This design comes from an exercise in tuning for small area on the open sky130 flow, not from production work. The RTL was checked by simulation tests, not by an equivalence proof against the original design. The clock cells of runs 2 to 7 come from the design's own scripts or RTL, not from TritonCTS. No driver is modelled on the clock port, so clock power and skew are understated where the tree is cut down; a real chip needs a root buffer or a tree. Power and IR drop assume default switching activity.

==> flow/design.v <==
module ChangingLED (
    input clk_24M,
    input rst,           
    output wire led_r,
    output wire led_g,
    output wire led_b,
    input wire btn_a_i,
    input wire btn_b_i
);
reg [8:0] A;
wire [6:0] a = A[8:2];
wire tick = A[1] & A[0];
wire aEnd = A[8] & A[7] & A[3] & A[2] & tick;    
wire [8:0] AT = {&A[7:0], &A[6:0], &A[5:0], &A[4:0], &A[3:0], &A[2:0], &A[1:0], A[0], 1'b1};
always @(posedge clk_24M) begin
    if (rst)       A <= 9'd2;
    else if (aEnd) A <= 9'd0;
    else           A <= A ^ AT;
end
wire m = (a[5] & ~a[4] & ~a[3] & a[2] & a[1] & ~a[0]) |           
         (a[5] & a[4] & a[3] & a[2] & a[1] & a[0]) |              
         (a[6] & a[4] & a[3] & ~a[2] & ~a[1] & ~a[0]) |           
         (~a[6] & ~a[5] & ~a[4] & a[3] & a[2] & ~a[1] & a[0]);    
reg [2:0] c;
always @(posedge clk_24M) begin
    if (rst)           c <= 3'b000;
    else if (tick & m) c <= {c[1], c[0], ~c[2] & ~c[1]};
end
wire step1 = tick & m & c[1] & c[0];
reg [3:0] sr;
reg [9:0] cnt;
reg       btn;       
wire dirB = sr[0];
wire cntTop = ~cnt[0] & ~cnt[2] & ~cnt[3] & cnt[4] & ~cnt[5] & ~cnt[6] & ~cnt[8] & ~cnt[9];   
wire cntBot = ~cnt[0] & ~cnt[2] & ~cnt[3] & ~cnt[4] & ~cnt[6] & ~cnt[7] & cnt[8] & ~cnt[9];   
wire cntDone = dirB ? cntTop : cntBot;
wire stable = (&sr) | ~(|sr);
wire [9:0] cntUp = {cnt[8:0], cnt[9] ^ cnt[6]};
wire [9:0] cntDn = {cnt[0] ^ cnt[7], cnt[9:1]};
always @(posedge clk_24M) begin
    if (rst) begin
        sr  <= 4'b1111;
        cnt <= 10'h092;      
        btn <= 1'b1;
    end else if (tick) begin
        sr <= {sr[2:0], btn_b_i};
        if (!cntDone) cnt <= dirB ? cntUp : cntDn;
        if (cntDone && stable) btn <= dirB;
    end
end
reg btnD;
always @(posedge clk_24M) begin
    if (rst)       btnD <= 1'b1;
    else if (tick) btnD <= btn;
end
reg [2:0] bin;
wire [2:0] gray = {bin[2], bin[2:1] ^ bin[1:0]};
wire [2:0] jsel = bin[0] ? 3'b001 : bin[1] ? 3'b010 : 3'b100;
wire xIn = |(jsel & gray);
wire yUsed = bin[2] | bin[1];
reg [5:0] rx, ry;
wire dirX = btnD & xIn;
wire dirY = btnD;
wire dX = dirX ? (rx[5] & rx[4] & rx[1]) : ~(|rx);
wire dY = dirY ? (ry[5] & ry[4] & ry[1]) : ~(|ry);
wire [5:0] xx = dirX ? rx : ~rx;
wire [5:0] xy = dirY ? ry : ~ry;
wire [5:0] tx = {&xx[4:0], &xx[3:0], &xx[2:0], &xx[1:0], xx[0], 1'b1};
wire [5:0] ty = {&xy[4:0], &xy[3:0], &xy[2:0], &xy[1:0], xy[0], 1'b1};
wire step = btnD & dX & (dY | ~yUsed);
wire [2:0] nbin = bin ^ {bin[1] & bin[0], bin[0], 1'b1};
wire nxIn = (nbin == 3'd1) | (nbin == 3'd2) | (nbin == 3'd4) | (nbin == 3'd5);
always @(posedge clk_24M) begin
    if (rst) begin
        rx <= 6'd0;
        ry <= 6'd0;
        bin <= 3'd0;
    end else if (step1) begin
        if (step) begin
            bin <= nbin;
            rx <= nxIn ? 6'd0 : 6'd50;
            ry <= 6'd50;
        end else begin
            if (!dX) rx <= rx ^ tx;
            if (!dY) ry <= ry ^ ty;
        end
    end
end
wire [5:0] lx, ly;
assign lx[0] = ~a[0] | rx[0];
assign ly[0] = ~a[0] | ry[0];
genvar i;
generate
    for (i = 1; i < 6; i = i + 1) begin : cmp
        assign lx[i] = (~a[i] & rx[i]) | (~a[i] & lx[i-1]) | (rx[i] & lx[i-1]);
        assign ly[i] = (~a[i] & ry[i]) | (~a[i] & ly[i-1]) | (ry[i] & ly[i-1]);
    end
endgenerate
wire aPos = ~a[6] & (|a[5:0]);
wire px = aPos & lx[5];
wire py = aPos & ly[5];
wire [2:0] pwm = (jsel & {3{px}}) | (~jsel & gray & {3{py}});
assign led_r = ~pwm[2];
assign led_g = ~pwm[1];
assign led_b = ~pwm[0];
endmodule
==> flow/flow/run.sh <==
#!/bin/bash
# Own layout flow: the standard flow (standard.sh) with these changes to
# how the layout is made:
#  - synthesis maps the logic with an area-oriented ABC script
#    (flow/abc_area.script, in place of ORFS's abc_speed.script) and without
#    ORFS's separate half/full-adder cell step (ADDER_MAP_FILE empty);
#    registers, their names and cell types are those of the standard synthesis;
#  - the port buffers are buf_1 cells;
#  - clock tree synthesis adds no dummy loads.
# Each tool's output goes to ORFS's per-step logs under orfs/logs/, and make's
# output to flow_make.log here.
set -euo pipefail
W=$(pwd)
rm -rf "$W/scripts_area"
cp -r "$FLOW_HOME/scripts" "$W/scripts_area"
cp "$W/flow/abc_area.script" "$W/scripts_area/abc_speed.script"
export SCRIPTS_DIR="$W/scripts_area"
export ADDER_MAP_FILE=
export BUFFER_PORTS_ARGS="-buffer_cell sky130_fd_sc_hd__buf_1"
export CTS_ARGS="-sink_clustering_enable -repair_clock_nets -dont_use_dummy_load -sink_clustering_size 50 -sink_clustering_max_diameter 300"
export RECOVER_POWER=100
EXTRA="RECOVER_POWER=100"
bash standard.sh SCRIPTS_DIR="$SCRIPTS_DIR" ADDER_MAP_FILE= \
    BUFFER_PORTS_ARGS="$BUFFER_PORTS_ARGS" CTS_ARGS="$CTS_ARGS" $EXTRA finish \
    > "$W/flow_make.log" 2>&1
==> flow/flow/abc_area.script <==
strash
ifraig
dc2
dch -f
amap
topo
==> flow/standard.sh <==
#!/bin/bash
# synth_recipe.tcl (not shown) runs the flow's synth.tcl, then flattens the netlist and writes it again
# the make line also repeats each setting of config.mk as NAME=value (left out here)
make -C /OpenROAD-flow-scripts/flow DESIGN_CONFIG=/design/flow/config.mk WORK_HOME=/design/flow/orfs CLKGATE_MAP_FILE= SYNTH_SCRIPT=/design/flow/synth_recipe.tcl "${@:-finish}"
==> flow/config.mk <==
export PLATFORM = sky130hd
export DESIGN_NAME = ChangingLED
export DESIGN_NICKNAME = ChangingLED
export VERILOG_FILES = /design/flow/design.v
export SDC_FILE = /design/flow/constraint.sdc
export NUM_CORES = 4
export LEC_CHECK = 0
export CAP_MARGIN = 20
export CORE_MARGIN = 2
export CORE_UTILIZATION = 40
export SLEW_MARGIN = 20
==> flow/constraint.sdc <==
create_clock -name core_clock -period 20.0 [get_ports {clk_24M}]
set_input_delay 4.0000 -clock core_clock [delete_from_list [all_inputs] [get_ports {clk_24M}]]
set_output_delay 4.0000 -clock core_clock [all_outputs]
set_load 0.01 [all_outputs]
==> impl_results.md, run 1 <==
* Status: timing/DRC/antenna clean
* Post-CTS Hold Fix Bufs at 0
* Crit Path Class: reg2out
* Top cell type's share of synthesized area at 41.0%
* IO Pins at 7
* Slowest stage delay, CP at 0.46 ns
* Total power divided by cell area at 73.3 nW/um2
* Largest net degree at the start of global routing at 24
* NumNets Final at 302
* ANT cells at 0
* Detailed Route WL at approximately 4700 um
* Crit path capture type: output port
* Most used DFF post-synth: dfxtp_1
* Cell with the most instances after synthesis: nor2_1
* Synth area leader: dfxtp_1
* Initial Util at 41.3%
* Hold_sp: A[0]$_SDFF_PP0_
* Number of distinct library cells after synthesis at 27
* GRT overflow at 0
* First-pass GRT wire length at 7870 um
* Core area at just over 5000 um2
* Slowest CP cell: dfxtp_1
* Post-route ant nets at 0
* Die Span X at 76.4 um
* DP HPWL at 3390 um
* Post-Place Cells at 361
* Clock-pin slew on the worst setup and hold paths at about 0.080 ns
* Worst endpoint data arrival time at roughly 2.2 ns
* Final Critical Period at 6.22 ns
* H-tree depth at 2
* Final Wtd Congestion at 0.857
* Skew-Pair Late Insertion Delay at 0.29 ns
* Share of post-route cells with drive strength above 1 at 1.69%
* Clk buf depth at 2
* CTS tree: built
* Syn_area_per_cell at approximately 7.4 um2
* Via density at 5.51
* Area contributors post-synth: dfxtp_1 41%, nor2_1 9.8%, clkinv_1 7.7%, a21oi_1 5.0%, o221ai_1 4.6%
* Number of enable flip-flop cells after synthesis at 0
* Max-cap violations at 0
* Standard-cell row count at 26
* Vias in the first global route at 1734
* Die height at 76.4 um
* Synth Cell Area at 2100 um2
* Postcts setup bufs at 0
* Initial antenna violation count at 0
* Register area share after synthesis at 41.0%
* Final Skew at 0.00916 ns
* Clock sink count at 43
* Final Cycle Share at 31.1%
* PortBufs at 5
* Final Hold Violating Endpoints at 0
* Worst Setup SP: A[3]$_SDFF_PP0_
* Root buf cell: clkbuf_8
* WL/cell at about 13 um
* Top cells by count, synth: 55 x nor2_1, 43 x clkinv_1, 43 x dfxtp_1, 21 x a21oi_1, 20 x nand2_1
* CTS-repair resized insts at 0
* Post-synth ARST share at 0%
* RSZ-0062 raised after global routing: false
* Slew HR at 24.1%
* Final Util at 44.9%
* CP max FO at 7
* Hold Path Class: reg2reg
* CP Launch Type: flip-flop
* Syn Nets at 289
* Syn-to-layout area delta at 8.53%
* Yosys warns at 1
* CTS Buf Count at 5
* Reg2reg start: A[0]$_SDFF_PP0_
* Filler-free cell count of the finished design at 366
* Slew @ Worst Pin at 1.14 ns
* P_leak at 0.742 nW
* Worst IR drop on VDD at 0.0344 mV
* Register bit count reported by yosys at 43
* CP required at 16.00 ns
* Routed vias at a little over 2000
* Final TNS setup at 0 ns
* CP cell instances: clkinv_1, o22ai_1, o221ai_1, a31oi_1, a211oi_1, a21oi_1, or2_0, nor2_1, a22oi_1, buf_1
* Full die area at 5840 um2
* Finish-stage setup viols at 0
* Max Slew Vio Count at 0
* DRC Markers at 0
* Cells after Synth at 285
* Total power at 0.000167 W
* Gr usage total at 16.6%
* TritonRoute pass-1 iters at 4
* Iteration-0 DRC Markers at 101
* Max Fclk at roughly 160 MHz
-- metrics by stage --
step	cell area (um2)	hold WS [ns]	setup slack (ns)
CTS	2280	0.451	13.74
finish	2280	0.449	13.78
floorplan	2100	0.413	14.45
global route	2280	0.475	13.55
detailed placement	2210	0.434	14.07
global placement	2210	0.429	14.09
-- area by class of cell --
type / count / area, um2
clock buffers: 5 / 68.8
fillers: 547 / 2800
inverters: 43 / 161
multi-input cells: 199 / 1080
flip-flops and latches: 43 / 861
well taps: 70 / 87.6
repair buffers: 6 / 22.5
-- worst max-delay path, delay by kind of cell, from the launching register on --
| family | cells | cell delay (ns) |
|---|---|---|
| compound gates | 6 | 0.83 |
| flops | 1 | 0.46 |
| buf+inv | 2 | 0.37 |
| simple gates | 2 | 0.28 |
-- registers in the layout (all words and copies together) (netlist names), 3 cells and up --
name  count
A         9
rx        6
c         3
sr        4
bin       3
cnt      10
ry        6
-- routing by layer --
metal / share of wire (%) / vias to the layer above / GRT usage (%)
li1: - / 1066 / -
met1: 52 / 902 / 23.8
met2: 41 / 42 / 24.0
met3: 5.2 / 7 / 4.27
met4: 1.4 / 0 / 5.82
met5: 0 / - / 0
-- power by group --
group | internal, W | switching [W]
registers | 0.0000902 | 0.00000389
logic | 0.00000903 | 0.0000156
clock network | 0.0000225 | 0.0000256
total | 0.000122 | 0.0000452
-- cell usage in the layout (no fill, tap or decap), types with 2 or more instances in the layout --
master and count:
nor2_1 55, dfxtp_1 43, clkinv_1 43, a21oi_1 21, nand2_1 20, o21ai_0 17, o22ai_1 14, o221ai_1 11
a211oi_1 11, a22oi_1 10, a31oi_1 8, nor3_1 8, nand3_1 6, clkbuf_8 5, buf_1 5, or2_0 3
a221oi_1 2, nor2b_1 2
-- cells by family (layout without fill, tap and decap cells) --
family	after synthesis	count (layout)	synth area share, %
buffers and inverters	43	54	7.69
and+or+nand+nor	97	97	19.2
AOI/OAI and AO/OA	102	102	32.1
DFF	43	43	41.0
-- final timing paths --
| kind | to | slack [ns] | cells past startpoint |
|---|---|---|---|
| worst max-delay path | led_g | 13.78 | 10 |
| worst min-delay path | A[0]$_SDFF_PP0_ | 0.45 | 1 |
| worst max register to register | ry[5]$_SDFFE_PP0P_ | 16.50 | 16 |
| worst min register to register | A[0]$_SDFF_PP0_ | 0.45 | 1 |
==> run 2, diff against run 1 <==
--- a/flow/flow/run.sh
+++ b/flow/flow/run.sh
@@ -6,7 +6,9 @@
 #    ORFS's separate half/full-adder cell step (ADDER_MAP_FILE empty);
 #    registers, their names and cell types are those of the standard synthesis;
 #  - the port buffers are buf_1 cells;
-#  - clock tree synthesis adds no dummy loads.
+#  - in place of clock tree synthesis, two clock buffers (flow/clock_buffer.tcl)
+#    drive the flip-flop clock pins;
+#  - timing repair after global routing may downsize cells (RECOVER_POWER).
 # Each tool's output goes to ORFS's per-step logs under orfs/logs/, and make's
 # output to flow_make.log here.
 set -euo pipefail
@@ -14,10 +16,12 @@
 rm -rf "$W/scripts_area"
 cp -r "$FLOW_HOME/scripts" "$W/scripts_area"
 cp "$W/flow/abc_area.script" "$W/scripts_area/abc_speed.script"
+sed -i "s|^log_cmd clock_tree_synthesis .*|source $W/flow/clock_buffer.tcl|" "$W/scripts_area/cts.tcl"
+grep -q clock_buffer.tcl "$W/scripts_area/cts.tcl"
 export SCRIPTS_DIR="$W/scripts_area"
 export ADDER_MAP_FILE=
 export BUFFER_PORTS_ARGS="-buffer_cell sky130_fd_sc_hd__buf_1"
-export CTS_ARGS="-sink_clustering_enable -repair_clock_nets -dont_use_dummy_load -sink_clustering_size 50 -sink_clustering_max_diameter 300"
+export CTS_ARGS="-sink_clustering_enable -repair_clock_nets -dont_use_dummy_load"
 export RECOVER_POWER=100
 EXTRA="RECOVER_POWER=100"
 bash standard.sh SCRIPTS_DIR="$SCRIPTS_DIR" ADDER_MAP_FILE= \
==> flow/flow/clock_buffer.tcl (new file) <==
# Clock distribution in place of TritonCTS: the flip-flops are split into
# two halves by x position; in each half one clock buffer, placed at the
# centre of its flip-flops, drives their clock pins. Both buffers are the
# same cell and are driven straight from the clock port.
proc my_clock_buffers { } {
  set block [ord::get_db_block]
  set db [ord::get_db]
  set clk_net [$block findNet clk_24M]
  set master [$db findMaster sky130_fd_sc_hd__clkbuf_16]
  set sinks {}
  foreach it [$clk_net getITerms] {
    set box [[$it getInst] getBBox]
    lappend sinks [list [expr { ([$box xMin] + [$box xMax]) / 2 }] [expr { ([$box yMin] + [$box yMax]) / 2 }] $it]
  }
  set sinks [lsort -integer -index 0 $sinks]
  set n [llength $sinks]
  set half [expr { $n / 2 }]
  set groups [list [lrange $sinks 0 [expr { $half - 1 }]] [lrange $sinks $half end]]
  set k 0
  foreach group $groups {
    set buf [odb::dbInst_create $block $master clkbuf_0_clk_$k]
    set net [odb::dbNet_create $block clknet_0_clk_$k]
    $net setSigType CLOCK
    set sx 0
    set sy 0
    foreach s $group {
      lassign $s x y it
      set sx [expr { $sx + $x }]
      set sy [expr { $sy + $y }]
      $it disconnect
      $it connect $net
    }
    [$buf findITerm A] connect $clk_net
    [$buf findITerm X] connect $net
    set m [llength $group]
    $buf setLocation [expr { $sx / $m }] [expr { $sy / $m }]
    $buf setPlacementStatus PLACED
    puts "clock buffer $k drives $m clock pins"
    incr k
  }
  set_propagated_clock [all_clocks]
}
my_clock_buffers
==> impl_results.md, run 2 <==
* Hold Path Class: reg2reg
* Finish-stage setup viols at 0 (unchanged)
* Final Cycle Share at 30.5% (-0.60 points)
* Largest net degree at the start of global routing at 24 (unchanged)
* Largest registers: cnt: 10 flops, A: 9 flops
* DRC Markers at 0 (unchanged)
* Top reg by flops: cnt
* Placed cell areas at 2210 um2 (unchanged)
* Die Span X at 76.4 um (unchanged)
* Share of post-route cells with drive strength above 1 at 0.683% (-1.0 points)
* TritonRoute pass-1 iters at 4 (unchanged)
* Syn_area_per_cell at 7.36 um2 (unchanged)
* R2R Path End: ry[5]$_SDFFE_PP0P_
* Synth area leader: dfxtp_1
* Core area at 5070 um2 (unchanged)
* PortBufs at 5 (unchanged)
* Crit path capture type: flip-flop
* Final Wtd Congestion at 0.857 (unchanged)
* Most used DFF post-synth: dfxtp_1
* Post-route cell area at 2260 um2 (-0.82%)
* Status: timing/DRC/antenna clean
* Register area share after synthesis at 41.0% (unchanged)
* Vias in the first global route at 1706 (-1.6%)
* Iteration-0 DRC Markers at 109 (+7.9%)
* Worst endpoint data arrival time at 6.13 ns (+3.91 ns)
* Most frequent cells in the layout: 55 x nor2_1, 43 x dfxtp_1, 43 x clkinv_1
* Max Fclk at 164 MHz (+2.0%)
* Crit Path Class: in2reg
* Top cell type's share of synthesized area at 41.0% (unchanged)
* Cells after Synth at 285 (unchanged)
* Reg2reg start: A[0]$_SDFF_PP0_
* Reg2Reg Depth at 16 (unchanged)
* Final Util at 44.5% (-0.37 points)
* Worst setup margin at 13.90 ns (+0.121 ns)
* Synth Cell Area at 2100 um2 (unchanged)
* Full die area at 5840 um2 (unchanged)
* Max-cap violations at 0 (unchanged)
* CP required at 20.03 ns (+4.03 ns)
* Clock-pin slew on the worst setup and hold paths at 0.08 ns (about the same)
* Postcts setup bufs at 0 (unchanged)
* Detailed Route WL at 4670 um (-1.0%)
* Initial antenna violation count at 0 (unchanged)
* Post-route ant nets at 0 (unchanged)
* Yosys warns at 1 (unchanged)
* Top cells by count, synth: 55 x nor2_1, 43 x clkinv_1, 43 x dfxtp_1, 21 x a21oi_1, 20 x nand2_1
* Number of distinct library cells after synthesis at 27 (unchanged)
* Final Hold Violating Endpoints at 0 (unchanged)
* GRT overflow at 0 (unchanged)
* Worst Setup SP: rst
* Final Skew at 0.00999 ns (+0.000823 ns)
* First-pass GRT wire length at 7780 um (-1.1%)
* Syn-to-layout area delta at 7.63%
* Worst IR drop on VDD at 0.0474 mV (+38%)
* R2R Setup Slk at 16.49 ns (about the same)
* Initial Util at 41.3% (unchanged)
* ANT cells at 0 (unchanged)
* Total power divided by cell area at 70.3 nW/um2 (-4.1%)
* Hold slack at 0.450 ns (+0.00129 ns)
* Max Slew Vio Count at 0 (unchanged)
* Gr usage total at 15.4% (-1.2 points)
* Syn Nets at 289 (unchanged)
* Via density at 5.44 (-1.3%)
* Final TNS setup at 0 ns (unchanged)
* Post-CTS Hold Fix Bufs at 0 (unchanged)
* Final Critical Period at 6.10 ns (-0.121 ns)
* Cell with the most instances after synthesis: nor2_1
* Slew @ Worst Pin at 1.13 ns (-0.00507 ns)
* Skew-Pair Late Insertion Delay at 0.15 ns (-0.14 ns)
* Number of enable flip-flop cells after synthesis at 0 (unchanged)
* NumNets Final at 299 (-0.99%)
* RSZ-0062 raised after global routing: false
* Slew HR at 24.4% (+0.34 points)
* Number of flip-flops in the largest register at 10 (unchanged)
* Routed vias at 1975 (-2.1%)
* Post-Place Worst Slack at 14.07 ns (unchanged)
* Hold path cells at 1 (unchanged)
* Register bit count reported by yosys at 43 (unchanged)
* Area contributors post-synth: dfxtp_1 41%, nor2_1 9.8%, clkinv_1 7.7%, a21oi_1 5.0%, o221ai_1 4.6%
* Termination of the worst setup path: A[6]$_SDFF_PP0_
* CTS-repair resized insts at 0 (unchanged)
* IO Pins at 7 (unchanged)
* Standard-cell row count at 26 (unchanged)
* P_leak at 0.730 nW (-1.5%)
* WL/cell at 12.9 um (-0.20%)
* CP max FO at 23 (+16)
* Leading cell type in the layout, fill and taps excluded: nor2_1
* Die height at 76.4 um (unchanged)
* DP HPWL at 3390 um (unchanged)
* CP Launch Type: input port
* Post-synth ARST share at 0% (unchanged)
[run 2: cell counts after synthesis]
No cell type changed its count.
[run 2: critical path, stage by stage]
cell      delay, ns
buf_1          0.06
clkbuf_1       0.83
clkinv_1       0.75
nand2_1        0.40
a211oi_1       0.08
[run 2: how the worst min path moves through the flow]
stage	slack, ns	end	startpoint
global route	0.48	A[0]$_SDFF_PP0_	A[0]$_SDFF_PP0_
global placement	0.43	A[0]$_SDFF_PP0_	A[0]$_SDFF_PP0_
detailed placement	0.43	A[0]$_SDFF_PP0_	A[0]$_SDFF_PP0_
CTS	0.45	A[0]$_SDFF_PP0_	A[0]$_SDFF_PP0_
floorplan	0.41	A[0]$_SDFF_PP0_	A[0]$_SDFF_PP0_
finish	0.45	A[0]$_SDFF_PP0_	A[0]$_SDFF_PP0_
[run 2: layer usage]
metal,vias to the layer above,track usage (%),wire length (um)
met4,0,2.00,46
met3,5,0.948,165
met5,-,0,0
li1,1054,-,-
met1,886,23.7,2520
met2,30,24.1,1930
[run 2: cell type report]
type / count / area (um2)
Fill cell: 548 / 2820
Sequential cell: 43 / 861
Buffer: 2 / 50.0
Multi-Input combinational cell: 199 / 1080
Timing Repair Buffer: 6 / 22.5
Inverter: 43 / 161
Tap cell: 70 / 87.6
[run 2: power by group]
| part | internal, W | switching [W] | total [W] |
|---|---|---|---|
| registers | 0.0000901 | 0.00000390 | 0.0000940 |
| logic | 0.00000904 | 0.0000157 | 0.0000247 |
| clock network | 0.0000183 | 0.0000216 | 0.0000399 |
[run 2: cell families (layout without fill, tap and decap cells)]
family | count (synthesis) | count (layout) | share of synthesized area (%)
simple gates | 97 | 97 | 19.2
compound gates | 102 | 102 | 32.1
buf+inv | 43 | 51 | 7.69
flops | 43 | 43 | 41.0
[run 2: stage by stage]
| stage | total power (W) | cells |
|---|---|---|
| 2_1_floorplan | 0.000114 | 285 |
| 3_3_place_gp | 0.000121 | 361 |
| 3_5_place_dp | 0.000121 | 361 |
| 4_1_cts | 0.000160 | 363 |
| 5_1_grt | 0.000168 | 363 |
| 6_report | 0.000159 | 363 |
==> run 3, diff against run 2 <==
==> flow/flow/abc_area.script (replaced) <==
strash
ifraig
dc2
&get -n
&deepsyn -T 20
&put
dch -f
amap
topo
==> impl_results.md, run 3 <==
* Status: timing/DRC/antenna clean
* Top reg by flops: cnt
* Post-Place Worst Slack at 14.06 ns (-0.00860 ns)
* CP max FO at 6 (-74%)
* Post-synth ARST share at 0% (unchanged)
* DP HPWL at 3440 um (+1.3%)
* Final Critical Period at 6.14 ns (+0.0398 ns)
* Skew-Pair Late Insertion Delay at 0.16 ns (about the same)
* Core area at 5010 um2 (-1.3%)
* Gr usage total at 16.3% (+0.90 points)
* Final Cycle Share at 30.7% (+0.20 points)
* Share of post-route cells with drive strength above 1 at 0.704% (+0.022 points)
* First-pass GRT wire length at 7590 um (-2.5%)
* Crit Path Class: reg2out
* Routed vias at 1919 (-2.8%)
* Slew HR at 55.0% (+31 points)
* Area contributors post-synth: dfxtp_1 42%, nor2_1 10%, clkinv_1 8.8%, o21ai_0 6.1%, a211oi_1 3.7%
* Final Skew at 0.0222 ns (+0.0122 ns)
* NumNets Final at 290 (-3.0%)
* Register area share after synthesis at 42.1% (+1.0 points)
* Via density at 5.42 (-0.37%)
* CP required at 16.00 ns (-4.03 ns)
* Final Hold Violating Endpoints at 0 (unchanged)
* Final Util at 44.0% (-0.52 points)
* IO Pins at 7 (unchanged)
* ANT cells at 0 (unchanged)
* PortBufs at 5 (unchanged)
* Post-Place Cells at 352 (-2.5%)
* RSZ-0062 raised after global routing: false
* Largest net degree at the start of global routing at 23 (-4.2%)
* Syn_area_per_cell at 7.39 um2 (+0.37%)
* Filler-free cell count of the finished design at 354 (-2.5%)
* Worst setup margin at 13.86 ns (-0.0398 ns)
* Hold slack at 0.424 ns (-0.0260 ns)
* Max Slew Vio Count at 0 (unchanged)
* Most frequent cells in the layout: 55 x nor2_1, 48 x clkinv_1, 43 x dfxtp_1
* GRT overflow at 0 (unchanged)
* Slew @ Worst Pin at 0.669 ns (-0.464 ns)
* Leading cell type in the layout, fill and taps excluded: nor2_1
* CTS-repair resized insts at 0 (unchanged)
* Post-route ant nets at 0 (unchanged)
* Die height at 75.5 um (-1.2%)
* Worst endpoint data arrival time at 2.14 ns (-3.99 ns)
* Largest registers: cnt: 10 flops, A: 9 flops
* Top cell type's share of synthesized area at 42.1% (+1.0 points)
* CP Launch Type: flip-flop
* Final Wtd Congestion at 0.886 (+3.5%)
* Syn-to-layout area delta at 7.64% (about the same)
* Clock-pin slew on the worst setup and hold paths at 0.10 ns (+0.02 ns)
* Max Fclk at 163 MHz (-0.65%)
* Detailed Route WL at 4450 um (-4.7%)
* Syn Nets at 281 (-2.8%)
* Vias in the first global route at 1755 (+2.9%)
* Hold Path Class: reg2reg
* Cell with the most instances after synthesis: nor2_1
* DRC Markers at 0 (unchanged)
* Synth Cell Area at 2050 um2 (-2.4%)
* Number of enable flip-flop cells after synthesis at 0 (unchanged)
* Finish-stage setup viols at 0 (unchanged)
* Iteration-0 DRC Markers at 88 (-19%)
* Most used DFF post-synth: dfxtp_1
* Full die area at 5710 um2 (-2.3%)
* Number of distinct library cells after synthesis at 28 (+3.7%)
* Register bit count reported by yosys at 43 (unchanged)
* Post-CTS Hold Fix Bufs at 0 (unchanged)
* Cells after Synth at 277 (-2.8%)
* Yosys warns at 1 (unchanged)
* Die Span X at 75.5 um (-1.2%)
* Standard-cell row count at 26 (unchanged)
* Initial Util at 40.9% (-0.49 points)
* Total power divided by cell area at 70.5 nW/um2 (+0.28%)
* Crit path capture type: output port
* Synth area leader: dfxtp_1
* WL/cell at 12.6 um (-2.2%)
* Final TNS setup at 0 ns (unchanged)
* Max-cap violations at 0 (unchanged)
* Initial antenna violation count at 0 (unchanged)
* TritonRoute pass-1 iters at 4 (unchanged)
* Top cells by count, synth: 55 x nor2_1, 48 x clkinv_1, 43 x dfxtp_1, 25 x o21ai_0, 20 x nand2_1
* P_leak at 0.689 nW (-5.6%)
* Worst IR drop on VDD at 0.0697 mV (+47%)
* Postcts setup bufs at 0 (unchanged)
* Number of flip-flops in the largest register at 10 (unchanged)
[run 3: cell count changes in the layout (fill, tap and decap cells not counted), sizes merged, moves of 3 or more]
| cell | delta |
|---|---|
| a21oi | -12 |
| a22oi | -8 |
| o21ai | +8 |
| o221ai | -8 |
| o22a | +7 |
| o22ai | -7 |
| a221oi | +5 |
| clkinv | +5 |
| nor3 | +4 |
| nand3 | -3 |
[run 3: path summary, 6_finish.rpt]
path / start / endpoint / slack (ns) / cells after the start
max: A[3]$_SDFF_PP0_ / led_b / 13.86 / 10
min reg2reg: A[0]$_SDFF_PP0_ / A[0]$_SDFF_PP0_ / 0.42 / 1
min: A[0]$_SDFF_PP0_ / A[0]$_SDFF_PP0_ / 0.42 / 1
max reg2reg: A[0]$_SDFF_PP0_ / rx[5]$_SDFFE_PP0P_ / 16.23 / 17
[run 3: final cells by class]
type	count	area, um2
Multi-Input combinational cell	186	1010
Inverter	48	180
Sequential cell	43	861
Fill cell	539	2810
Buffer	2	50.0
Tap cell	70	87.6
Timing Repair Buffer	5	18.8
[run 3: critical path, cell delays in order (launching register included)]
cell	delay, ns
dfxtp_1	0.45
clkinv_1	0.17
a211oi_1	0.25
a21oi_1	0.06
o22ai_1	0.12
o21ai_0	0.10
a222oi_1	0.22
nor2_1	0.07
o21ai_0	0.18
o22a_1	0.21
buf_1	0.14
[run 3: routing by layer]
layer	vias to the layer above	global-route usage [%]	part of all wire, %	wire, um
met5	-	0	0	0
met4	0	1.36	1.0	45
met3	4	1.06	2.8	123
met2	21	31.2	50	2230
met1	891	20.7	46	2060
li1	1003	-	-	-
[run 3: logic make-up after synthesis]
family	count (synthesis)	share of synthesized area (%)
and+or+nand+nor	97	19.7
AOI/OAI and AO/OA	89	29.5
buffers and inverters	48	8.80
DFF	43	42.1
[run 3: where the power goes]
| group | leakage [nW] | internal, W | switching (W) |
|---|---|---|---|
| clock network | 0.0246 | 0.0000183 | 0.0000227 |
| logic | 0.316 | 0.00000746 | 0.0000135 |
| registers | 0.348 | 0.0000901 | 0.00000323 |
[run 3: per-stage QoR]
step | total power (W) | area [um2]
finish | 0.000155 | 2200
global route | 0.000162 | 2200
CTS | 0.000156 | 2200
detailed placement | 0.000116 | 2150
global placement | 0.000116 | 2150
floorplan | 0.000111 | 2050
==> run 4, diff against run 3 <==
--- a/flow/design.v
+++ b/flow/design.v
@@ -27,23 +27,27 @@
     else if (tick & m) c <= {c[1], c[0], ~c[2] & ~c[1]};
 end
 wire step1 = tick & m & c[1] & c[0];
-reg [3:0] sr;
+reg       s0;
+reg [1:0] run;
 reg [9:0] cnt;
 reg       btn;       
-wire dirB = sr[0];
+wire dirB = s0;
 wire cntTop = ~cnt[0] & ~cnt[2] & ~cnt[3] & cnt[4] & ~cnt[5] & ~cnt[6] & ~cnt[8] & ~cnt[9];   
 wire cntBot = ~cnt[0] & ~cnt[2] & ~cnt[3] & ~cnt[4] & ~cnt[6] & ~cnt[7] & cnt[8] & ~cnt[9];   
 wire cntDone = dirB ? cntTop : cntBot;
-wire stable = (&sr) | ~(|sr);
+wire stable = run[1] & run[0];
+wire same = ~(btn_b_i ^ s0);
 wire [9:0] cntUp = {cnt[8:0], cnt[9] ^ cnt[6]};
 wire [9:0] cntDn = {cnt[0] ^ cnt[7], cnt[9:1]};
 always @(posedge clk_24M) begin
     if (rst) begin
-        sr  <= 4'b1111;
+        s0  <= 1'b1;
+        run <= 2'b11;
         cnt <= 10'h092;      
         btn <= 1'b1;
     end else if (tick) begin
-        sr <= {sr[2:0], btn_b_i};
+        s0  <= btn_b_i;
+        run <= same ? {run[1] | run[0], run[1] | ~run[0]} : 2'b00;
         if (!cntDone) cnt <= dirB ? cntUp : cntDn;
         if (cntDone && stable) btn <= dirB;
     end
==> impl_results.md, run 4 <==
* Finish-stage setup viols at 0 (unchanged)
* R2R Setup Slk at 16.33 ns (+0.10 ns)
* Filler-free cell count of the finished design at 343 (-3.1%)
* Post-Place Worst Slack at 14.00 ns (-0.0628 ns)
* Die height at 74.7 um (-1.1%)
* Number of flip-flops in the largest register at 10 (unchanged)
* Max Fclk at 162 MHz (-0.54%)
* Delay-heaviest family, CP: compound AO/OA/AOI/OAI gates
* Synth area leader: dfxtp_1
* Vias in the first global route at 1602 (-8.7%)
* Synth Cell Area at 2000 um2 (-2.4%)
* Reg2Reg Depth at 19 (+2)
* Yosys warns at 1 (unchanged)
* Full die area at 5580 um2 (-2.3%)
* PortBufs at 5 (unchanged)
* Final Wtd Congestion at 0.809 (-8.8%)
* Initial antenna violation count at 0 (unchanged)
* Post-route cell area at 2150 um2 (-2.4%)
* Placed cell areas at 2100 um2 (-2.4%)
* Footprint of the multi-input gates at 951 um2 (-5.5%)
* Post-route ant nets at 0 (unchanged)
* CP cell instances: clkinv_1, o21ai_0, o22ai_1, a222oi_1, o22ai_1, o21a_1, a211o_1, o32a_1, buf_1
* Final Cycle Share at 30.9% (+0.17 points)
* Worst endpoint data arrival time at 2.18 ns (+0.04 ns)
* Max-cap violations at 0 (unchanged)
* CTS-repair resized insts at 0 (unchanged)
* TritonRoute pass-1 iters at 4 (unchanged)
* Gr usage total at 15.8% (-0.50 points)
* Most used DFF post-synth: dfxtp_1
* R2R Path End: ry[5]$_SDFFE_PP0P_
* CP max FO at 5 (-1)
* Largest registers: cnt: 10 flops, A: 9 flops
* Top cells by count, synth: 55 x clkinv_1, 42 x dfxtp_1, 37 x nor2_1, 24 x nand2_1, 20 x o21ai_0
* Largest net degree at the start of global routing at 22 (-4.3%)
* Syn_area_per_cell at 7.43 um2 (+0.52%)
* Slowest CP cell: dfxtp_1
* IO Pins at 7 (unchanged)
* Hold Path Class: reg2reg
* Number of enable flip-flop cells after synthesis at 0 (unchanged)
* Final Hold Violating Endpoints at 0 (unchanged)
* Number of distinct library cells after synthesis at 28 (unchanged)
* Seq. cell area at 841 um2 (-2.3%)
* Register area share after synthesis at 42.1% (about the same)
* ANT cells at 0 (unchanged)
* Cell with the most instances after synthesis: clkinv_1
* Worst path most repeated cell: o22ai_1
* Hold_sp: A[0]$_SDFF_PP0_
* Syn Nets at 273 (-2.8%)
* Reg2reg start: A[0]$_SDFF_PP0_
* CP Launch Type: flip-flop
* Slew @ Worst Pin at 0.699 ns (+0.0298 ns)
* Detailed Route WL at 4250 um (-4.5%)
* Total power divided by cell area at 73.3 nW/um2 (+4.0%)
* Crit path capture type: output port
* Initial Util at 41.8% (+0.89 points)
* Hold path cells at 1 (unchanged)
* Post-CTS Hold Fix Bufs at 0 (unchanged)
* Standard-cell row count at 25 (-3.8%)
* Area contributors post-synth: dfxtp_1 42%, clkinv_1 10%, nor2_1 7.0%, o21ai_0 5.0%, nand2_1 4.5%
* DP HPWL at 3230 um (-6.0%)
* Iteration-0 DRC Markers at 156 (+77%)
* Leading cell type in the layout, fill and taps excluded: clkinv_1
* Cells after Synth at 269 (-2.9%)
* Skew-Pair Late Insertion Delay at 0.15 ns (about the same)
* Max Slew Vio Count at 0 (unchanged)
* Register bit count reported by yosys at 42 (-2.3%)
* Share of post-route cells with drive strength above 1 at 0.725% (+0.020 points)
* RSZ-0062 raised after global routing: false
* Final TNS setup at 0 ns (unchanged)
* Clock-pin slew on the worst setup and hold paths at 0.09 ns (about the same)
* Worst IR drop on VDD at 0.0582 mV (-16%)
* Syn-to-layout area delta at 7.64% (about the same)
* Routed vias at 1844 (-3.9%)
* Core area at 4790 um2 (-4.5%)
* Postcts setup bufs at 0 (unchanged)
* Fill cells at 486 (-9.8%)
* DRC Markers at 0 (unchanged)
* CP bufs+invs at 2 (unchanged)
* Worst setup margin at 13.82 ns (-0.0336 ns)
* Most frequent cells in the layout: 55 x clkinv_1, 42 x dfxtp_1, 37 x nor2_1
* NumNets Final at 282 (-2.8%)
* Final Skew at 0.00484 ns (-0.0173 ns)
* CP required at 16.00 ns (about the same)
* Crit Path Class: reg2out
* Post-Place Cells at 341 (-3.1%)
* Slowest stage delay, CP at 0.38 ns (-0.07 ns)
* Top reg by flops: cnt
* WL/cell at 12.4 um (-1.5%)
* Top cell type's share of synthesized area at 42.1% (about the same)
* GRT overflow at 0 (unchanged)
* Post-synth ARST share at 0% (unchanged)
* Final Critical Period at 6.18 ns (+0.0336 ns)
* First-pass GRT wire length at 7330 um (-3.5%)
* Hold slack at 0.439 ns (+0.0148 ns)
* Slew HR at 53.0% (-2.0 points)
* Via density at 5.38 (-0.83%)
* Status: timing/DRC/antenna clean
* P_leak at 0.689 nW (about the same)
* Hold endpoint: A[0]$_SDFF_PP0_
* Die Span X at 74.7 um (-1.1%)
-- run 4: cell types whose count changed after synthesis, sizes merged, moves of 2 or more --
cell,change
nor4,-3
clkinv,+7
nor2,-18
a31oi,+2
a222oi,+4
o21ai,-5
nand2,+4
a221oi,-2
or3,+3
o22ai,+4
a21oi,+5
a211oi,-3
o22a,-4
-- run 4: area by class of cell --
cell class,instances,share of cell area (%)
plain buffers,2,2.33
inverters,55,9.60
multi-input cells,172,44.2
well taps,67,3.90
flip-flops and latches,42,39.1
repair buffers,5,0.873
-- run 4: cell families (layout without fill, tap and decap cells) --
| family | after synthesis | count (layout) | synth area share [%] |
|---|---|---|---|
| DFF | 42 | 42 | 42.1 |
| AOI/OAI and AO/OA | 92 | 92 | 31.1 |
| buffers and inverters | 55 | 62 | 10.3 |
| and+or+nand+nor | 80 | 80 | 16.5 |
-- run 4: worst max-delay path by stage --
| stage | cells past startpoint | endpoint | startpoint |
|---|---|---|---|
| floorplan | 8 | led_r | rx[1]$_SDFFE_PP0P_ |
| global placement | 9 | led_r | rx[1]$_SDFFE_PP0P_ |
| detailed placement | 9 | led_r | rx[1]$_SDFFE_PP0P_ |
| CTS | 9 | led_r | rx[1]$_SDFFE_PP0P_ |
| global route | 9 | led_r | rx[1]$_SDFFE_PP0P_ |
| finish | 9 | led_r | rx[1]$_SDFFE_PP0P_ |
-- run 4: stage by stage --
step	utilization, %	total power (W)
after floorplan	-	0.000114
after global placement	43.9	0.000120
after detailed placement	43.9	0.000120
after CTS	44.9	0.000159
after global routing	44.9	0.000166
final	44.9	0.000158
-- run 4: per-layer routing --
| layer | GRT usage [%] | part of all wire, % | wire, um | up-vias |
|---|---|---|---|---|
| li1 | - | - | - | 982 |
| met1 | 25.0 | 52 | 2190 | 830 |
| met2 | 24.8 | 44 | 1870 | 30 |
| met3 | 0.937 | 3.8 | 162 | 2 |
| met5 | 0 | 0 | 0 | - |
| met4 | 0.794 | 0.61 | 26 | 0 |
-- run 4: where the power goes --
group	internal, W	switching, W	total (W)
sequential	0.0000896	0.00000473	0.0000943
combinational	0.00000953	0.0000139	0.0000235
clock	0.0000182	0.0000216	0.0000398
==> run 5, diff against run 4 <==
--- a/flow/flow/run.sh
+++ b/flow/flow/run.sh
@@ -6,7 +6,7 @@
 #    ORFS's separate half/full-adder cell step (ADDER_MAP_FILE empty);
 #    registers, their names and cell types are those of the standard synthesis;
 #  - the port buffers are buf_1 cells;
-#  - in place of clock tree synthesis, two clock buffers (flow/clock_buffer.tcl)
+#  - in place of clock tree synthesis, three clock buffers (flow/clock_buffer.tcl)
 #    drive the flip-flop clock pins;
 #  - timing repair after global routing may downsize cells (RECOVER_POWER).
 # Each tool's output goes to ORFS's per-step logs under orfs/logs/, and make's
==> flow/flow/clock_buffer.tcl (replaced) <==
# Clock distribution in place of TritonCTS: the flip-flops are split into
# three groups by x position; in each group one clock buffer, placed at the
# centre of its flip-flops, drives their clock pins. All the buffers are the
# same cell and are driven straight from the clock port.
proc my_clock_buffers { ngroups cell } {
  set block [ord::get_db_block]
  set db [ord::get_db]
  set clk_net [$block findNet clk_24M]
  set master [$db findMaster $cell]
  set sinks {}
  foreach it [$clk_net getITerms] {
    set box [[$it getInst] getBBox]
    lappend sinks [list [expr { ([$box xMin] + [$box xMax]) / 2 }] [expr { ([$box yMin] + [$box yMax]) / 2 }] $it]
  }
  set sinks [lsort -integer -index 0 $sinks]
  set n [llength $sinks]
  for { set k 0 } { $k < $ngroups } { incr k } {
    set group [lrange $sinks [expr { $k * $n / $ngroups }] [expr { ($k + 1) * $n / $ngroups - 1 }]]
    set buf [odb::dbInst_create $block $master clkbuf_0_clk_$k]
    set net [odb::dbNet_create $block clknet_0_clk_$k]
    $net setSigType CLOCK
    set sx 0
    set sy 0
    foreach s $group {
      lassign $s x y it
      set sx [expr { $sx + $x }]
      set sy [expr { $sy + $y }]
      $it disconnect
      $it connect $net
    }
    [$buf findITerm A] connect $clk_net
    [$buf findITerm X] connect $net
    set m [llength $group]
    $buf setLocation [expr { $sx / $m }] [expr { $sy / $m }]
    $buf setPlacementStatus PLACED
    puts "clock buffer $k ($cell) drives $m clock pins"
  }
  set_propagated_clock [all_clocks]
}
my_clock_buffers 3 sky130_fd_sc_hd__clkbuf_8
==> impl_results.md, run 5 <==
* Detailed Route WL at 4250 um (about the same)
* Syn-to-layout area delta at 7.20%
* Top cell type's share of synthesized area at 42.1% (unchanged)
* Full die area at 5580 um2 (unchanged)
* Final Cycle Share at 30.9% (about the same)
* Largest net degree at the start of global routing at 15 (-32%)
* Slowest CP cell: dfxtp_1
* Max-cap violations at 0 (unchanged)
* Total power at 0.000154 W (-2.6%)
* Compound-Gate Fraction of Synth Area at 31.1% (unchanged)
* Yosys warns at 1 (unchanged)
* Cells after Synth at 269 (unchanged)
* Syn Nets at 273 (unchanged)
* Crit path capture type: output port
* ANT cells at 0 (unchanged)
* Reg2reg start: A[0]$_SDFF_PP0_
* Status: timing/DRC/antenna clean
* Number of enable flip-flop cells after synthesis at 0 (unchanged)
* Initial antenna violation count at 0 (unchanged)
* Share of post-route cells with drive strength above 1 at 1.08% (+0.36 points)
* GRT overflow at 0 (unchanged)
* Most used DFF post-synth: dfxtp_1
* Syn_area_per_cell at 7.43 um2 (unchanged)
* Number of flip-flops in the largest register at 10 (unchanged)
* Top cells by count, synth: 55 x clkinv_1, 42 x dfxtp_1, 37 x nor2_1, 24 x nand2_1, 20 x o21ai_0
* TritonRoute pass-1 iters at 4 (unchanged)
* DRC Markers at 0 (unchanged)
* Filler-free cell count of the finished design at 344 (+0.29%)
* Hold_sp: A[0]$_SDFF_PP0_
* Die Span X at 74.7 um (unchanged)
* Synth area leader: dfxtp_1
* Total power divided by cell area at 71.7 nW/um2 (-2.2%)
* Hold endpoint: A[0]$_SDFF_PP0_
* First-pass GRT wire length at 7400 um (+0.94%)
* Finish-stage setup viols at 0 (unchanged)
* RSZ-0062 raised after global routing: false
* NumNets Final at 283 (+0.35%)
* Core area at 4790 um2 (unchanged)
* R2R Path End: ry[5]$_SDFFE_PP0P_
* Largest family of logic cells by synthesized area: compound AO/OA/AOI/OAI gates
* Most frequent cells in the layout: 55 x clkinv_1, 42 x dfxtp_1, 37 x nor2_1
* Post-CTS Hold Fix Bufs at 0 (unchanged)
* IO Pins at 7 (unchanged)
* Routed vias at 1855 (+0.60%)
* Worst endpoint data arrival time at 2.18 ns (about the same)
* Crit Path Class: reg2out
* Number of distinct library cells after synthesis at 28 (unchanged)
* WL/cell at 12.4 um (-0.34%)
* Cell with the most instances after synthesis: clkinv_1
* Final Critical Period at 6.18 ns (+0.00470 ns)
* Final TNS setup at 0 ns (unchanged)
* Leading cell type in the layout, fill and taps excluded: clkinv_1
* Reg2Reg Depth at 19 (unchanged)
* Postcts setup bufs at 0 (unchanged)
* DP HPWL at 3230 um (unchanged)
* Via density at 5.39 (+0.30%)
* Iteration-0 DRC Markers at 164 (+5.1%)
* Simple-gate share of the synthesized area at 16.5% (unchanged)
* CTS-repair resized insts at 0 (unchanged)
* Post-Place Worst Slack at 14.00 ns (unchanged)
* P_leak at 0.686 nW (-0.45%)
* R2R Setup Slk at 16.35 ns (+0.02 ns)
* Post-route ant nets at 0 (unchanged)
* Slowest stage delay, CP at 0.39 ns (about the same)
* Final Wtd Congestion at 0.809 (unchanged)
* Slew HR at 53.2% (+0.14 points)
* Skew-Pair Late Insertion Delay at 0.15 ns (about the same)
* Final Hold Violating Endpoints at 0 (unchanged)
* Synth Area in XOR/XNOR at 0% (unchanged)
* Synth Cell Area at 2000 um2 (unchanged)
* Max Fclk at 162 MHz (about the same)
* Die height at 74.7 um (unchanged)
* CP required at 16.00 ns (about the same)
* Standard-cell row count at 25 (unchanged)
* Max Slew Vio Count at 0 (unchanged)
* CP cell instances: clkinv_1, o21ai_0, o22ai_1, a222oi_1, o22ai_1, o21a_1, a211o_1, o32a_1, buf_1
* CP Launch Type: flip-flop
* Hold path cells at 1 (unchanged)
* Slew @ Worst Pin at 0.697 ns (-0.00213 ns)
* Fill cells at 487 (+0.21%)
* Vias in the first global route at 1605 (+0.19%)
* Area contributors post-synth: dfxtp_1 42%, clkinv_1 10%, nor2_1 7.0%, o21ai_0 5.0%, nand2_1 4.5%
* Initial Util at 41.8% (unchanged)
* Worst IR drop on VDD at 0.0393 mV (-32%)
* Final Skew at 0.00540 ns (+0.000561 ns)
* Post-Synth Adder-Cell Area at 0% (unchanged)
* Register area share after synthesis at 42.1% (unchanged)
* Top reg by flops: cnt
* Mux cell area share after synthesis at 0% (unchanged)
* Post-Place Cells at 341 (unchanged)
* CP max FO at 5 (unchanged)
* Clock-pin slew on the worst setup and hold paths at 0.09 ns (about the same)
* PortBufs at 5 (unchanged)
* Worst setup margin at 13.82 ns (-0.00470 ns)
* Post-synth ARST share at 0% (unchanged)
* Hold Path Class: reg2reg
* Largest registers: cnt: 10 flops, A: 9 flops
* Worst path most repeated cell: o22ai_1
* Register bit count reported by yosys at 42 (unchanged)
* Gr usage total at 16.0% (+0.20 points)
## run 5: cell counts after synthesis
No cell type changed its count.
## run 5: area by class of cell
| class | count | area [um2] | share of cell area [%] |
|---|---|---|---|
| well taps | 67 | 83.8 | 3.91 |
| repair buffers | 5 | 18.8 | 0.876 |
| inverters | 55 | 206 | 9.64 |
| multi-input cells | 172 | 951 | 44.4 |
| flip-flops and latches | 42 | 841 | 39.3 |
| plain buffers | 3 | 41.3 | 1.93 |
## run 5: cell families (layout without fill, tap and decap cells)
logic type / after synthesis / count (layout)
flops: 42 / 42
buf+inv: 55 / 63
simple gates: 80 / 80
compound gates: 92 / 92
## run 5: routing by layer
layer	share of wire (%)	global-route usage (%)	up-vias
li1	-	-	993
met4	0.75	0.992	0
met5	0	0	-
met1	51	25.1	829
met2	44	25.2	30
met3	3.8	1.07	3
## run 5: worst max-delay path by stage
stage | start | end | slack, ns | depth (start not counted)
global placement | rx[1]$_SDFFE_PP0P_ | led_r | 14.00 | 9
finish | rx[1]$_SDFFE_PP0P_ | led_r | 13.82 | 9
floorplan | rx[1]$_SDFFE_PP0P_ | led_r | 14.26 | 8
global route | rx[1]$_SDFFE_PP0P_ | led_r | 13.59 | 9
CTS | rx[1]$_SDFFE_PP0P_ | led_r | 13.80 | 9
detailed placement | rx[1]$_SDFFE_PP0P_ | led_r | 14.00 | 9
## run 5: stage by stage
stage / utilization [%] / hold WS [ns] / area (um2)
2_1_floorplan: - / 0.401 / 2000
3_3_place_gp: 43.9 / 0.413 / 2100
3_5_place_dp: 43.9 / 0.436 / 2100
4_1_cts: 44.8 / 0.449 / 2140
5_1_grt: 44.8 / 0.466 / 2140
6_report: 44.8 / 0.438 / 2140
## run 5: where the power goes
group | total, W | internal, W | leakage [nW] | switching (W)
sequential | 0.0000943 | 0.0000896 | 0.341 | 0.00000471
clock | 0.0000358 | 0.0000139 | 0.0216 | 0.0000219
combinational | 0.0000235 | 0.00000953 | 0.323 | 0.0000140
total | 0.000154 | 0.000113 | 0.686 | 0.0000406
## run 5: critical path: cells and delay by family, from the launching register on
kind	cells	cell delay [ns]
AO/OA/AOI/OAI	7	1.36
flip-flops	1	0.39
buffers and inverters	2	0.28
==> run 6, diff against run 5 <==
--- a/flow/design.v
+++ b/flow/design.v
@@ -61,17 +61,16 @@
 wire [2:0] gray = {bin[2], bin[2:1] ^ bin[1:0]};
 wire [2:0] jsel = bin[0] ? 3'b001 : bin[1] ? 3'b010 : 3'b100;
 wire xIn = |(jsel & gray);
-wire yUsed = bin[2] | bin[1];
 reg [5:0] rx, ry;
 wire dirX = btnD & xIn;
-wire dirY = btnD;
+wire dirY = btnD & (|bin);
 wire dX = dirX ? (rx[5] & rx[4] & rx[1]) : ~(|rx);
 wire dY = dirY ? (ry[5] & ry[4] & ry[1]) : ~(|ry);
 wire [5:0] xx = dirX ? rx : ~rx;
 wire [5:0] xy = dirY ? ry : ~ry;
 wire [5:0] tx = {&xx[4:0], &xx[3:0], &xx[2:0], &xx[1:0], xx[0], 1'b1};
 wire [5:0] ty = {&xy[4:0], &xy[3:0], &xy[2:0], &xy[1:0], xy[0], 1'b1};
-wire step = btnD & dX & (dY | ~yUsed);
+wire step = btnD & dX & dY;
 wire [2:0] nbin = bin ^ {bin[1] & bin[0], bin[0], 1'b1};
 wire nxIn = (nbin == 3'd1) | (nbin == 3'd2) | (nbin == 3'd4) | (nbin == 3'd5);
 always @(posedge clk_24M) begin
@@ -83,7 +82,6 @@
         if (step) begin
             bin <= nbin;
             rx <= nxIn ? 6'd0 : 6'd50;
-            ry <= 6'd50;
         end else begin
             if (!dX) rx <= rx ^ tx;
             if (!dY) ry <= ry ^ ty;
==> impl_results.md, run 6 <==
* Number of enable flip-flop cells after synthesis at 0 (unchanged)
* Core area at 4750 um2 (-0.65%)
* Switch Pwr at 0.0000429 W (+5.7%)
* Register area share after synthesis at 42.2% (+0.11 points)
* Hold_sp: A[0]$_SDFF_PP0_
* Worst IR drop on VDD at 0.0604 mV (+53%)
* Post-synth ARST share at 0% (unchanged)
* Leading cell type in the layout, fill and taps excluded: nor2_1
* Total power divided by cell area at 72.9 nW/um2 (+1.7%)
* Vias in the first global route at 1538 (-4.2%)
* Finish-stage setup viols at 0 (unchanged)
* Full die area at 5560 um2 (-0.24%)
* Most frequent cells in the layout: 50 x nor2_1, 47 x clkinv_1, 42 x dfxtp_1
* Max Fclk at 158 MHz (-2.2%)
* GRT overflow at 0 (unchanged)
* Routed vias at 1859 (+0.22%)
* Syn Nets at 273 (unchanged)
* Final Critical Period at 6.32 ns (+0.141 ns)
* IO Pins at 7 (unchanged)
* Worst endpoint data arrival time at 6.39 ns (+4.21 ns)
* Detailed Route WL at 4170 um (-1.9%)
* DP HPWL at 3160 um (-2.2%)
* Top cell type's share of synthesized area at 42.2% (+0.11 points)
* Final TNS setup at 0 ns (unchanged)
* Crit path capture type: flip-flop
* RSZ-0062 raised after global routing: false
* Final Hold Violating Endpoints at 0 (unchanged)
* Post-CTS Hold Fix Bufs at 0 (unchanged)
* Total power at 0.000156 W (+1.7%)
* Filler-free cell count of the finished design at 345 (+0.29%)
* Largest registers: cnt: 10 flops, A: 9 flops
* Sw Share at 27.5% (+1.0 points)
* Clock-pin slew on the worst setup and hold paths at 0.10 ns (about the same)
* Cell with the most instances after synthesis: nor2_1
* Synth area leader: dfxtp_1
* Iteration-0 DRC Markers at 122 (-26%)
* CP Launch Type: input port
* WL/cell at 12.1 um (-2.2%)
* Post-Place Cells at 342 (+0.29%)
* Slowest CP cell: clkbuf_1
* Number of flip-flops in the largest register at 10 (unchanged)
* Max-cap violations at 0 (unchanged)
* Postcts setup bufs at 0 (unchanged)
* Share of post-route cells with drive strength above 1 at 1.08% (-0.0039 points)
* Seq pwr share at 61.3% (about the same)
* P_leak at 0.696 nW (+1.5%)
* ANT cells at 0 (unchanged)
* NumNets Final at 284 (+0.35%)
* Clk pwr share at 22.9% (-0.4 points)
* TritonRoute pass-1 iters at 4 (unchanged)
* Max Slew Vio Count at 0 (unchanged)
* Initial antenna violation count at 0 (unchanged)
* Final Wtd Congestion at 0.817 (+1.0%)
* Via density at 5.39 (about the same)
* Gr usage total at 15.0% (-0.99 points)
* Standard-cell row count at 25 (unchanged)
* Cells after Synth at 269 (unchanged)
* Status: timing/DRC/antenna clean
* Hold slack at 0.424 ns (-0.0138 ns)
* Hold Path Class: reg2reg
* Slew HR at 47.0% (-6.1 points)
* Post-route cell area at 2140 um2 (about the same)
* CP cell instances: buf_1, clkbuf_1, clkinv_1, nand2_1, nor2_1, nor2_1, clkinv_1, o221ai_1
* Slowest stage delay, CP at 0.60 ns (+0.21 ns)
* Largest net degree at the start of global routing at 17 (+2)
* Die Span X at 74.6 um (-0.12%)
* Skew-Pair Late Insertion Delay at 0.16 ns (about the same)
* Yosys warns at 1 (unchanged)
* Placed cell areas at 2100 um2 (+0.12%)
* Most used DFF post-synth: dfxtp_1
* Hold path cells at 1 (unchanged)
* Reg2reg start: bin[1]$_SDFFE_PP0P_
* CTS-repair resized insts at 0 (unchanged)
* Number of distinct library cells after synthesis at 23 (-18%)
* Syn_area_per_cell at 7.41 um2 (-0.25%)
* Final Skew at 0.0155 ns (+0.0101 ns)
* PortBufs at 5 (unchanged)
* Top reg by flops: cnt
* Post-route ant nets at 0 (unchanged)
* Reg2Reg Depth at 12 (-7)
* Register bit count reported by yosys at 42 (unchanged)
* First-pass GRT wire length at 6920 um (-6.4%)
* Slew @ Worst Pin at 0.794 ns (+0.0976 ns)
* Area contributors post-synth: dfxtp_1 42%, nor2_1 9.4%, clkinv_1 8.9%, o21ai_0 7.5%, a21oi_1 3.8%
* CP required at 20.06 ns (+4.06 ns)
* CP max FO at 16 (+11)
* Initial Util at 41.9% (+0.17 points)
* Crit Path Class: in2reg
* Int Pwr at 0.000113 W (+0.24%)
* Syn-to-layout area delta at 7.41%
* DRC Markers at 0 (unchanged)
* Combinational fraction of design power at 15.7% (+0.4 points)
* Top cells by count, synth: 50 x nor2_1, 47 x clkinv_1, 42 x dfxtp_1, 30 x o21ai_0, 16 x nand2_1
* Worst Setup SP: rst
* Synth Cell Area at 1990 um2 (-0.25%)
* Final Cycle Share at 31.6% (+0.71 points)
* Die height at 74.6 um (-0.12%)
-- run 6: changes by cell type in the layout (fill, tap and decap cells not counted), moves of 4 or more --
cell      before  now
a22oi_1        3    7
a31oi_1        9    5
clkinv_1      55   47
nand2_1       24   16
nor2_1        37   50
o21ai_0       20   30
o221ai_1       4    8
o22ai_1       11    5
-- run 6: routing by layer --
| layer | vias up | global-route usage [%] | wire length, um |
|---|---|---|---|
| met4 | 0 | 1.79 | 55 |
| li1 | 994 | - | - |
| met2 | 22 | 24.6 | 1820 |
| met3 | 6 | 1.08 | 130 |
| met5 | - | 0 | 0 |
| met1 | 837 | 22.2 | 2160 |
-- run 6: worst max-delay path, delay by kind of cell --
kind	cells	cell delay, ns
compound gates	1	0.22
buf+inv	4	1.40
simple gates	3	0.75
-- run 6: logic make-up after synthesis --
| family | count (synthesis) | share of synthesized area [%] |
|---|---|---|
| compound gates | 96 | 31.8 |
| simple gates | 84 | 17.2 |
| buf+inv | 47 | 8.85 |
| flops | 42 | 42.2 |
-- run 6: layout make-up --
type | count | area [um2]
fill | 518 | 2610
multi-input combinational | 180 | 976
sequential | 42 | 841
inverter | 47 | 176
tap | 67 | 83.8
buffer | 3 | 41.3
timing repair buffer | 6 | 22.5
-- run 6: path summary, 6_finish.rpt --
| check | end | slack [ns] |
|---|---|---|
| worst max-delay path | cnt[8]$_SDFFE_PP0P_ | 13.68 |
| worst min-delay path | A[0]$_SDFF_PP0_ | 0.42 |
| worst max register to register | rx[1]$_SDFFE_PP0P_ | 16.88 |
| worst min register to register | A[0]$_SDFF_PP0_ | 0.42 |
-- run 6: power groups by stage --
stage                     registers (W)  clock network [W]   logic, W
final                         0.0000958          0.0000358  0.0000246
after CTS                     0.0000958          0.0000372  0.0000246
after detailed placement      0.0000976                  0  0.0000246
after global routing          0.0000968          0.0000395  0.0000281
after global placement        0.0000978                  0  0.0000244
after floorplan               0.0000962                  0  0.0000193
-- run 6: metrics by stage --
stage / util, % / worst slack (ns)
2_1_floorplan: - / 14.47
3_3_place_gp: 44.2 / 14.08
3_5_place_dp: 44.2 / 14.12
4_1_cts: 45.1 / 13.91
5_1_grt: 45.0 / 13.39
6_report: 45.0 / 13.68
==> run 7, diff against run 6 <==
--- a/flow/flow/clock_buffer.tcl
+++ b/flow/flow/clock_buffer.tcl
@@ -37,4 +37,4 @@
   }
   set_propagated_clock [all_clocks]
 }
-my_clock_buffers 3 sky130_fd_sc_hd__clkbuf_8
+my_clock_buffers 2 sky130_fd_sc_hd__clkbuf_8
==> impl_results.md, run 7 <==
* Cells after Synth at 271 (+0.74%)
* Hold Path Class: reg2reg
* Syn-to-layout area delta at 6.48%
* Final TNS setup at 0 ns (unchanged)
* Vias in the first global route at 1602 (+4.2%)
* Worst setup margin at 13.87 ns (+0.191 ns)
* Final Hold Violating Endpoints at 0 (unchanged)
* Die Span X at 74.8 um (+0.32%)
* Iteration-0 DRC Markers at 167 (+37%)
* DRC Markers at 0 (unchanged)
* Synth area leader: dfxtp_1
* Initial antenna violation count at 0 (unchanged)
* Worst IR drop on VDD at 0.0749 mV (+24%)
* RSZ-0062 raised after global routing: false
* Syn Nets at 275 (+0.73%)
* Post-route ant nets at 0 (unchanged)
* Top cell type's share of synthesized area at 41.9% (-0.29 points)
* Initial Util at 41.9% (about the same)
* Clock-pin slew on the worst setup and hold paths at 0.12 ns (+0.02 ns)
* Crit Path Class: reg2out
* ANT cells at 0 (unchanged)
* NumNets Final at 284 (unchanged)
* P_leak at 0.703 nW (+1.0%)
* Status: timing/DRC/antenna clean
* Slew @ Worst Pin at 0.742 ns (-0.0522 ns)
* Most used DFF post-synth: dfxtp_1
* Max Slew Vio Count at 0 (unchanged)
* Number of distinct library cells after synthesis at 28 (+22%)
* Top cells by count, synth: 57 x nor2_1, 46 x clkinv_1, 42 x dfxtp_1, 21 x o21ai_0, 16 x a21oi_1
* Full die area at 5600 um2 (+0.64%)
* Fill cells at 488 (-5.8%)
* Via density at 5.41 (+0.43%)
* CP Launch Type: flip-flop
* Final Wtd Congestion at 0.862 (+5.5%)
* Final Critical Period at 6.13 ns (-0.191 ns)
* Post-CTS Hold Fix Bufs at 0 (unchanged)
* Gr usage total at 15.9% (+0.90 points)
* Post-Place Worst Slack at 13.89 ns (-0.231 ns)
* IO Pins at 7 (unchanged)
* Largest net degree at the start of global routing at 22 (+5)
* Number of flip-flops in the largest register at 10 (unchanged)
* DP HPWL at 3250 um (+2.9%)
* Slew HR at 50.0% (+3.0 points)
* Register bit count reported by yosys at 42 (unchanged)
* Worst endpoint data arrival time at 2.13 ns (-4.26 ns)
* Post-synth ARST share at 0% (unchanged)
* Final Cycle Share at 30.7% (-0.96 points)
* CTS-repair resized insts at 0 (unchanged)
* WL/cell at 12.3 um (+1.6%)
* Postcts setup bufs at 0 (unchanged)
* Synth Cell Area at 2010 um2 (+0.69%)
* Standard-cell row count at 25 (unchanged)
* Cell with the most instances after synthesis: nor2_1
* First-pass GRT wire length at 7380 um (+6.6%)
* Final Skew at 0.0125 ns (-0.00305 ns)
* Die height at 74.8 um (+0.32%)
* Total power divided by cell area at 70.2 nW/um2 (-3.7%)
* Crit path capture type: output port
* Leading cell type in the layout, fill and taps excluded: nor2_1
* PortBufs at 5 (unchanged)
* Max Fclk at 163 MHz (+3.1%)
* Skew-Pair Late Insertion Delay at 0.18 ns (+0.02 ns)
* Top reg by flops: cnt
* Yosys warns at 1 (unchanged)
* GRT overflow at 0 (unchanged)
* Routed vias at 1867 (+0.43%)
* Core area at 4790 um2 (+0.66%)
* CP required at 16.00 ns (-4.06 ns)
* Number of enable flip-flop cells after synthesis at 0 (unchanged)
* Share of post-route cells with drive strength above 1 at 0.719% (-0.36 points)
* Area contributors post-synth: dfxtp_1 42%, nor2_1 11%, clkinv_1 8.6%, o21ai_0 5.2%, a211oi_1 4.5%
* Largest registers: cnt: 10 flops, A: 9 flops
* Register area share after synthesis at 41.9% (-0.29 points)
* CP max FO at 7 (-9)
* Detailed Route WL at 4240 um (+1.6%)
* Most frequent cells in the layout: 57 x nor2_1, 46 x clkinv_1, 42 x dfxtp_1
* Max-cap violations at 0 (unchanged)
* Syn_area_per_cell at 7.41 um2 (about the same)
* TritonRoute pass-1 iters at 6 (+2)
* Finish-stage setup viols at 0 (unchanged)
[run 7: kinds of logic after synthesis]
family                 after synthesis  share of synthesized area, %
buffers and inverters               46                          8.60
and+or+nand+nor                     90                          18.3
AOI/OAI and AO/OA                   93                          31.2
DFF                                 42                          41.9
[run 7: through the flow]
stage | utilization [%] | hold WS [ns] | power, W | instance area, um2 | std cells
detailed placement | 44.1 | 0.416 | 0.000122 | 2110 | 343
CTS | 44.7 | 0.443 | 0.000152 | 2140 | 345
floorplan | - | 0.401 | 0.000115 | 2010 | 271
global route | 44.7 | 0.452 | 0.000159 | 2140 | 345
global placement | 44.1 | 0.411 | 0.000122 | 2110 | 343
finish | 44.7 | 0.439 | 0.000150 | 2140 | 345
[run 7: worst max-delay path, stage by stage, from the launching register on]
cell	delay, ns
dfxtp_1	0.47
clkinv_1	0.18
nand2_1	0.10
a32oi_1	0.10
o22ai_1	0.13
o21a_1	0.14
a211oi_1	0.05
a221oi_1	0.22
nor2_1	0.06
o21ai_0	0.17
o22a_1	0.21
buf_1	0.14
[run 7: worst paths after layout]
path | cells past startpoint | slack, ns | start | end
worst max register to register | 13 | 16.30 | bin[2]$_SDFFE_PP0P_ | rx[1]$_SDFFE_PP0P_
worst min register to register | 1 | 0.44 | A[0]$_SDFF_PP0_ | A[0]$_SDFF_PP0_
worst min-delay path | 1 | 0.44 | A[0]$_SDFF_PP0_ | A[0]$_SDFF_PP0_
worst max-delay path | 11 | 13.87 | A[3]$_SDFF_PP0_ | led_g
[run 7: cell type report]
| type | instances | area (um2) | share of cell area [%] |
|---|---|---|---|
| Multi-Input combinational cell | 183 | 993 | 46.5 |
| Sequential cell | 42 | 841 | 39.3 |
| Inverter | 46 | 173 | 8.08 |
| Tap cell | 67 | 83.8 | 3.92 |
| Buffer | 2 | 27.5 | 1.29 |
| Timing Repair Buffer | 5 | 18.8 | 0.878 |
[run 7: routing by layer]
metal,up-vias,GRT usage [%],share of wire (%)
li1,991,-,-
met1,835,26.1,54
met2,39,23.5,41
met3,2,1.20,4.5
met4,0,0.992,0.68
met5,-,0,0
[run 7: power by group]
part	total [W]	switching, W	internal, W
logic	0.0000241	0.0000144	0.00000973
clock network	0.0000300	0.0000206	0.00000941
registers	0.0000960	0.00000595	0.0000900

==> afterwards: timing with drivers on the ports <==
Ports are ideal in the flow. The routed layouts listed here were re-timed in OpenROAD.
Step 1: set_driving_cell puts a clkbuf_16 on clk_24M and a buf_2 on each other input, an assumption about the parent block.
Step 2, shift: input delay + t, output delay - t, t = (earliest + latest rising clock arrival at the registers) / 2. This alone moves slack from input paths to output paths.
Slacks: ideal ports / drivers / drivers and shift; pairs: ideal ports / drivers.
run | t, ns | setup slack, ns | worst setup path after step 2 | worst register clock-pin slew, ns | cell pins on the clock port's net
run 1 | 0.309 | 13.775 / 13.747 / 13.726 | input to register | 0.08 / 0.08 | 1
run 2 | 0.194 | 13.896 / 13.875 / 13.725 | input to register | 0.09 / 0.09 | 2
run 3 | 0.199 | 13.856 / 13.810 / 14.009 | register to output | 0.10 / 0.10 | 2
run 4 | 0.194 | 13.823 / 13.777 / 13.970 | register to output | 0.09 / 0.09 | 2
run 5 | 0.193 | 13.818 / 13.773 / 13.966 | register to output | 0.09 / 0.09 | 3
run 6 | 0.194 | 13.677 / 13.700 / 13.506 | input to register | 0.10 / 0.10 | 3
run 7 | 0.206 | 13.868 / 13.832 / 13.937 | input to register | 0.12 / 0.12 | 2
After both steps every run listed still meets setup and hold.
